Background: an optimization exercise with open tools, aiming at small area. Do not read the settings as production practice.
Only simulation tests tie the RTL to the original design; equivalence was not proved.
Power is estimated from default activity; no workload was simulated.

// my_uart_top
module my_uart_top(
	input clk,
	input rst_n,
	input rs232_rx,
	output rs232_tx,
	output [3:0] leds,
	output [9:0] segments
);
==> flow/config.mk <==
export PLATFORM = sky130hd
export DESIGN_NAME = my_uart_top
export DESIGN_NICKNAME = my_uart_top
export VERILOG_FILES = /design/flow/design.v
export SDC_FILE = /design/flow/constraint.sdc
export NUM_CORES = 4
export LEC_CHECK = 0
export CAP_MARGIN = 20
export CORE_MARGIN = 2
export CORE_UTILIZATION = 65
export PLACE_DENSITY = 0.75
export SLEW_MARGIN = 20
==> flow/constraint.sdc <==
create_clock -name core_clock -period 20.0 [get_ports {clk}]
set_input_delay 4.0000 -clock core_clock [delete_from_list [all_inputs] [get_ports {clk}]]
set_output_delay 4.0000 -clock core_clock [all_outputs]
set_load 0.01 [all_outputs]
standard.sh (not shown) runs the stock make flow with config.mk's settings and CLKGATE_MAP_FILE= SYNTH_SCRIPT=/design/flow/synth_recipe.tcl, a recipe that flattens the netlist after the stock synthesis.
==> flow/flow/run.sh <==
#!/bin/bash
# Standard ORFS flow, with two changes:
#  - after the standard synthesis, the combinational logic is re-mapped for
#    area with ABC (deepsyn, a few seeds; registers untouched); the smallest
#    result that Yosys proves equivalent to the standard netlist is used;
#  - ports get minimum-size buffers and the clock tree uses clkbuf_4 without
#    dummy loads.
set -eo pipefail
ARGS=(
  "CTS_ARGS=-sink_clustering_enable -repair_clock_nets -dont_use_dummy_load -buf_list sky130_fd_sc_hd__clkbuf_4"
  "BUFFER_PORTS_ARGS=-buffer_cell sky130_fd_sc_hd__buf_1"
)
bash standard.sh "${ARGS[@]}" synth > std_synth.log 2>&1
export RES=$PWD/orfs/results/sky130hd/my_uart_top/base
YOSYS=$FLOW_HOME/../tools/install/yosys/bin/yosys
LIB=$FLOW_HOME/platforms/sky130hd/lib/sky130_fd_sc_hd__tt_025C_1v80.lib
cp $RES/1_2_yosys.v $RES/1_2_yosys_std.v
mkdir -p reopt
SEEDS="1 2 3 4 5 6 7 8 9 10 11 12"
for s in $SEEDS; do
  ( DSYN_T=20 DSYN_S=$s OUT=$PWD/reopt/s$s.v $YOSYS -c flow/reopt.tcl > reopt/yosys_s$s.log 2>&1 || true ) &
  while [ $(jobs -r | wc -l) -ge 4 ]; do sleep 1; done
done
wait
best=""; best_area=""
for s in $SEEDS; do
  f=reopt/s$s.v
  [ -f $f.stat ] || continue
  a=$(grep "Chip area" $f.stat | awk '{print $NF}')
  sed -e "s#LIBFILE#$LIB#" -e "s#RESDIR#$RES#" -e "s#CANDFILE#$PWD/$f#" flow/eq.ys > reopt/eq_s$s.ys
  if $YOSYS -s reopt/eq_s$s.ys > reopt/yosys_equiv_s$s.log 2>&1; then
    echo "seed $s: area $a, equivalent"
    if [ -z "$best" ] || awk "BEGIN{exit !($a < $best_area)}"; then best=$f; best_area=$a; fi
  else
    echo "seed $s: area $a, NOT proven equivalent"
  fi
done
if [ -n "$best" ]; then
  echo "using $best ($best_area)"
  cp $best $RES/1_2_yosys.v
else
  echo "no re-mapped netlist proven; standard netlist used"
fi
touch $RES/1_2_yosys.v
bash standard.sh "${ARGS[@]}" finish > std_finish.log 2>&1
Other scripts of this flow, unchanged in this note and not shown: flow/flow/eq.ys, flow/flow/reopt.tcl
Change:
--- a/flow/flow/run.sh
+++ b/flow/flow/run.sh
@@ -5,3 +5,3 @@
 #    result that Yosys proves equivalent to the standard netlist is used;
-#  - ports get minimum-size buffers and the clock tree uses clkbuf_4 without
+#  - ports get minimum-size buffers and the clock tree uses clkbuf_8 without
 #    dummy loads.
@@ -9,3 +9,3 @@
 ARGS=(
-  "CTS_ARGS=-sink_clustering_enable -repair_clock_nets -dont_use_dummy_load -buf_list sky130_fd_sc_hd__clkbuf_4"
+  "CTS_ARGS=-sink_clustering_enable -repair_clock_nets -dont_use_dummy_load -buf_list sky130_fd_sc_hd__clkbuf_8"
   "BUFFER_PORTS_ARGS=-buffer_cell sky130_fd_sc_hd__buf_1"
@@ -18,3 +18,3 @@
 mkdir -p reopt
-SEEDS="1 2 3 4 5 6 7 8 9 10 11 12"
+SEEDS="1 2 3 4 5 6 7 8"
 for s in $SEEDS; do
CORE_UTILIZATION = 40   (was 65)
PLACE_DENSITY = not set   (was 0.75)
Outcome: The changed run completed with no timing, DRC or antenna violations; setup slack loses 0.30 ns; first-iteration DRC count rises by 11%; area after synthesis is about the same.
Change:
--- a/flow/flow/run.sh
+++ b/flow/flow/run.sh
@@ -9,3 +9,3 @@
 ARGS=(
-  "CTS_ARGS=-sink_clustering_enable -repair_clock_nets -dont_use_dummy_load -buf_list sky130_fd_sc_hd__clkbuf_8"
+  "CTS_ARGS=-sink_clustering_enable -repair_clock_nets -dont_use_dummy_load -buf_list sky130_fd_sc_hd__clkbuf_4"
   "BUFFER_PORTS_ARGS=-buffer_cell sky130_fd_sc_hd__buf_1"
CORE_UTILIZATION = 65   (was 40)
PLACE_DENSITY = 0.75   (was not set)
After rerunning:
- final area decreases by a few percent
- wire length is lower by a few percent
- power went down by roughly a tenth
- via count grows slightly
- area after synthesis stays the same
- first-iteration DRC count went up by about a fifth
- setup slack gains 0.17 ns
- flip-flop and latch count stays the same
- clock power falls by a quarter to a third
- register-to-register slack stays flat
- worst hold slack is worse by 0.020 ns
Change:
--- a/flow/flow/run.sh
+++ b/flow/flow/run.sh
@@ -9,3 +9,3 @@
 ARGS=(
-  "CTS_ARGS=-sink_clustering_enable -repair_clock_nets -dont_use_dummy_load -buf_list sky130_fd_sc_hd__clkbuf_4"
+  "CTS_ARGS=-sink_clustering_enable -repair_clock_nets -dont_use_dummy_load -buf_list sky130_fd_sc_hd__clkbuf_8"
   "BUFFER_PORTS_ARGS=-buffer_cell sky130_fd_sc_hd__buf_1"
=>
- The new run went through all stages and came out clean
- power increases by 11%
- wire length increases by 4.4%
- flip-flop and latch count stays the same
- core utilization rises by 1.2 points
- setup slack gets better by 0.21 ns
- critical path depth went down by 1

* * *

## run A
my_uart_top, a different RTL version from the one above (not shown whole).
Size in the first run: about 310 cells after synthesis, about 3500 um^2 of cells after synthesis.
==> flow/config.mk <==
export PLATFORM = sky130hd
export DESIGN_NAME = my_uart_top
export DESIGN_NICKNAME = my_uart_top
export VERILOG_FILES = /design/flow/design.v
export SDC_FILE = /design/flow/constraint.sdc
export NUM_CORES = 4
export LEC_CHECK = 0
export CAP_MARGIN = 20
export CORE_MARGIN = 2
export CORE_UTILIZATION = 40
export SLEW_MARGIN = 20
==> flow/constraint.sdc <==
create_clock -name core_clock -period 20.0 [get_ports {clk}]
set_input_delay 4.0000 -clock core_clock [delete_from_list [all_inputs] [get_ports {clk}]]
set_output_delay 4.0000 -clock core_clock [all_outputs]
set_load 0.01 [all_outputs]
==> flow/flow/run.sh <==
#!/bin/bash
# Standard ORFS flow with a lighter clock tree and minimum-size port buffers.
set -eo pipefail
bash standard.sh \
  CTS_ARGS="-sink_clustering_enable -repair_clock_nets -dont_use_dummy_load -buf_list sky130_fd_sc_hd__clkbuf_16 -sink_clustering_size 100 -sink_clustering_max_diameter 1000" \
  BUFFER_PORTS_ARGS="-buffer_cell sky130_fd_sc_hd__buf_1" \
  finish > standard.log 2>&1
Every stage of the flow completed for run A, and the final layout passed the timing, DRC and antenna checks.
--- input diff run A..run B ---
- putting CTS_CLUSTER_SIZE at 80 where nothing was set
- putting CTS_CLUSTER_DIAMETER at 300 where nothing was set
- putting CTS_BUF_LIST at sky130_fd_sc_hd__clkbuf_8 where nothing was set
==> flow/run.sh (new file) <==
#!/bin/bash
# synth_recipe.tcl (not shown) runs the flow's synth.tcl, then flattens the netlist and writes it again
# the make line also repeats each setting of config.mk as NAME=value (left out here)
make -C /OpenROAD-flow-scripts/flow DESIGN_CONFIG=/design/flow/config.mk WORK_HOME=/design/flow/orfs CLKGATE_MAP_FILE= SYNTH_SCRIPT=/design/flow/synth_recipe.tcl finish
removed: flow/flow/run.sh
removed: flow/standard.sh
Notes after the runs:
Run B has completed all stages; timing, DRC and antenna checks passed.
Run B vs. run A: via count went up by 30; routed length on met2 increased 1.9%; met2 track demand over resource ~0 delta; overall fraction of global-route tracks in use has increased.
Edits applied to the flow inputs when going from run B to run C:
- CTS_CLUSTER_DIAMETER changed from 300 to 100
- CTS_BUF_LIST changed from sky130_fd_sc_hd__clkbuf_8 to sky130_fd_sc_hd__clkbuf_4
- CTS_CLUSTER_SIZE changed from 80 to 40
Notes after the runs:
Across both runs, logic gate share of total power was higher for run C than for run B. Run C vs. run B: global-route usage over all layers went down; final area went down; setup slack went up. Delta (run C minus run B): clock group share of total power shows a reduction of 4.5 points; sequential share of layout area shows an increase of 0.73 points. Run C vs run B — headroom to the max-slew limit dropped 1.0 points.
Inputs modified between run C and run D:
- CTS_CLUSTER_SIZE: 40 -> unset
- CTS_BUF_LIST: sky130_fd_sc_hd__clkbuf_4 -> unset
- CTS_CLUSTER_DIAMETER: 100 -> unset
==> flow/flow/run.sh (new file) <==
#!/bin/bash
# Standard ORFS flow with a lighter clock tree and minimum-size port buffers.
set -eo pipefail
bash standard.sh \
  CTS_ARGS="-sink_clustering_enable -repair_clock_nets -dont_use_dummy_load -buf_list sky130_fd_sc_hd__clkbuf_8 -sink_clustering_size 100 -sink_clustering_max_diameter 1000" \
  BUFFER_PORTS_ARGS="-buffer_cell sky130_fd_sc_hd__buf_1" \
  finish > standard.log 2>&1
==> flow/standard.sh (new file) <==
#!/bin/bash
# synth_recipe.tcl (not shown) runs the flow's synth.tcl, then flattens the netlist and writes it again
# the make line also repeats each setting of config.mk as NAME=value (left out here)
make -C /OpenROAD-flow-scripts/flow DESIGN_CONFIG=/design/flow/config.mk WORK_HOME=/design/flow/orfs CLKGATE_MAP_FILE= SYNTH_SCRIPT=/design/flow/synth_recipe.tcl "${@:-finish}"
removed: flow/run.sh
## What came out
Run D finished every step from synthesis to the final layout, and the layout passed the timing, DRC and antenna checks. Summary: with run C as the reference, aggregate routed wire length in run D moved down by a few percent. Compared with run C, in run D utilization fell 1.6 points, total number of vias decreased 66, static leakage power fell 3.8%, number of nets with antenna violations after detailed routing now sits at about the same level. Global-route usage, run C and run D: larger value in run C. Run D gives less routed wire length on met2 than run C did. [compare] base=run C new=run D: wire length on met3 +about 6.5%, area of all placed cells without fillers dropped 140 um^2, fraction of power consumed by sequential logic increased by 6.7 points relative to the old numbers.

## separate check: timing with driven ports
How much do the figures lean on ideal ports? The routed layouts below were timed once more, with nothing changed but the port constraints.
Step 1 sets driving cells, clkbuf_16 on the clock port and buf_2 on the other inputs (assumed; they add their load-dependent delay and slew).
Step 2, shift: input delay + t, output delay - t, t = (earliest + latest rising clock arrival at the registers) / 2. This alone moves slack from input paths to output paths.
Slacks: ideal ports / drivers / drivers and shift; pairs: ideal ports / drivers.
run | t, ns | setup slack, ns | clock arrival spread, ns | pins driven straight from the clock port
the first run of note 1 | 0.406 | 14.438 / 14.412 / 14.088 | 0.016 / 0.016 | 1
the second run of note 1 | 0.354 | 14.134 / 14.141 / 13.787 | 0.024 / 0.024 | 1
the third run of note 1 | 0.405 | 14.299 / 14.302 / 13.897 | 0.038 / 0.037 | 1
the fourth run of note 1 | 0.358 | 14.506 / 14.483 / 14.193 | 0.013 / 0.012 | 1
run A | 0.356 | 13.392 / 13.402 / 13.046 | 0.011 / 0.012 | 1
run B | 0.368 | 13.008 / 13.010 / 12.642 | 0.012 / 0.013 | 1
run C | 0.429 | 13.075 / 13.075 / 12.646 | 0.018 / 0.018 | 1
run D | 0.362 | 13.398 / 13.404 / 13.042 | 0.018 / 0.018 | 1
After both steps every run listed still meets setup and hold. The setup slack of run C, which loses most, moves by 0.000 ns with the drivers and by -0.429 ns with both steps.
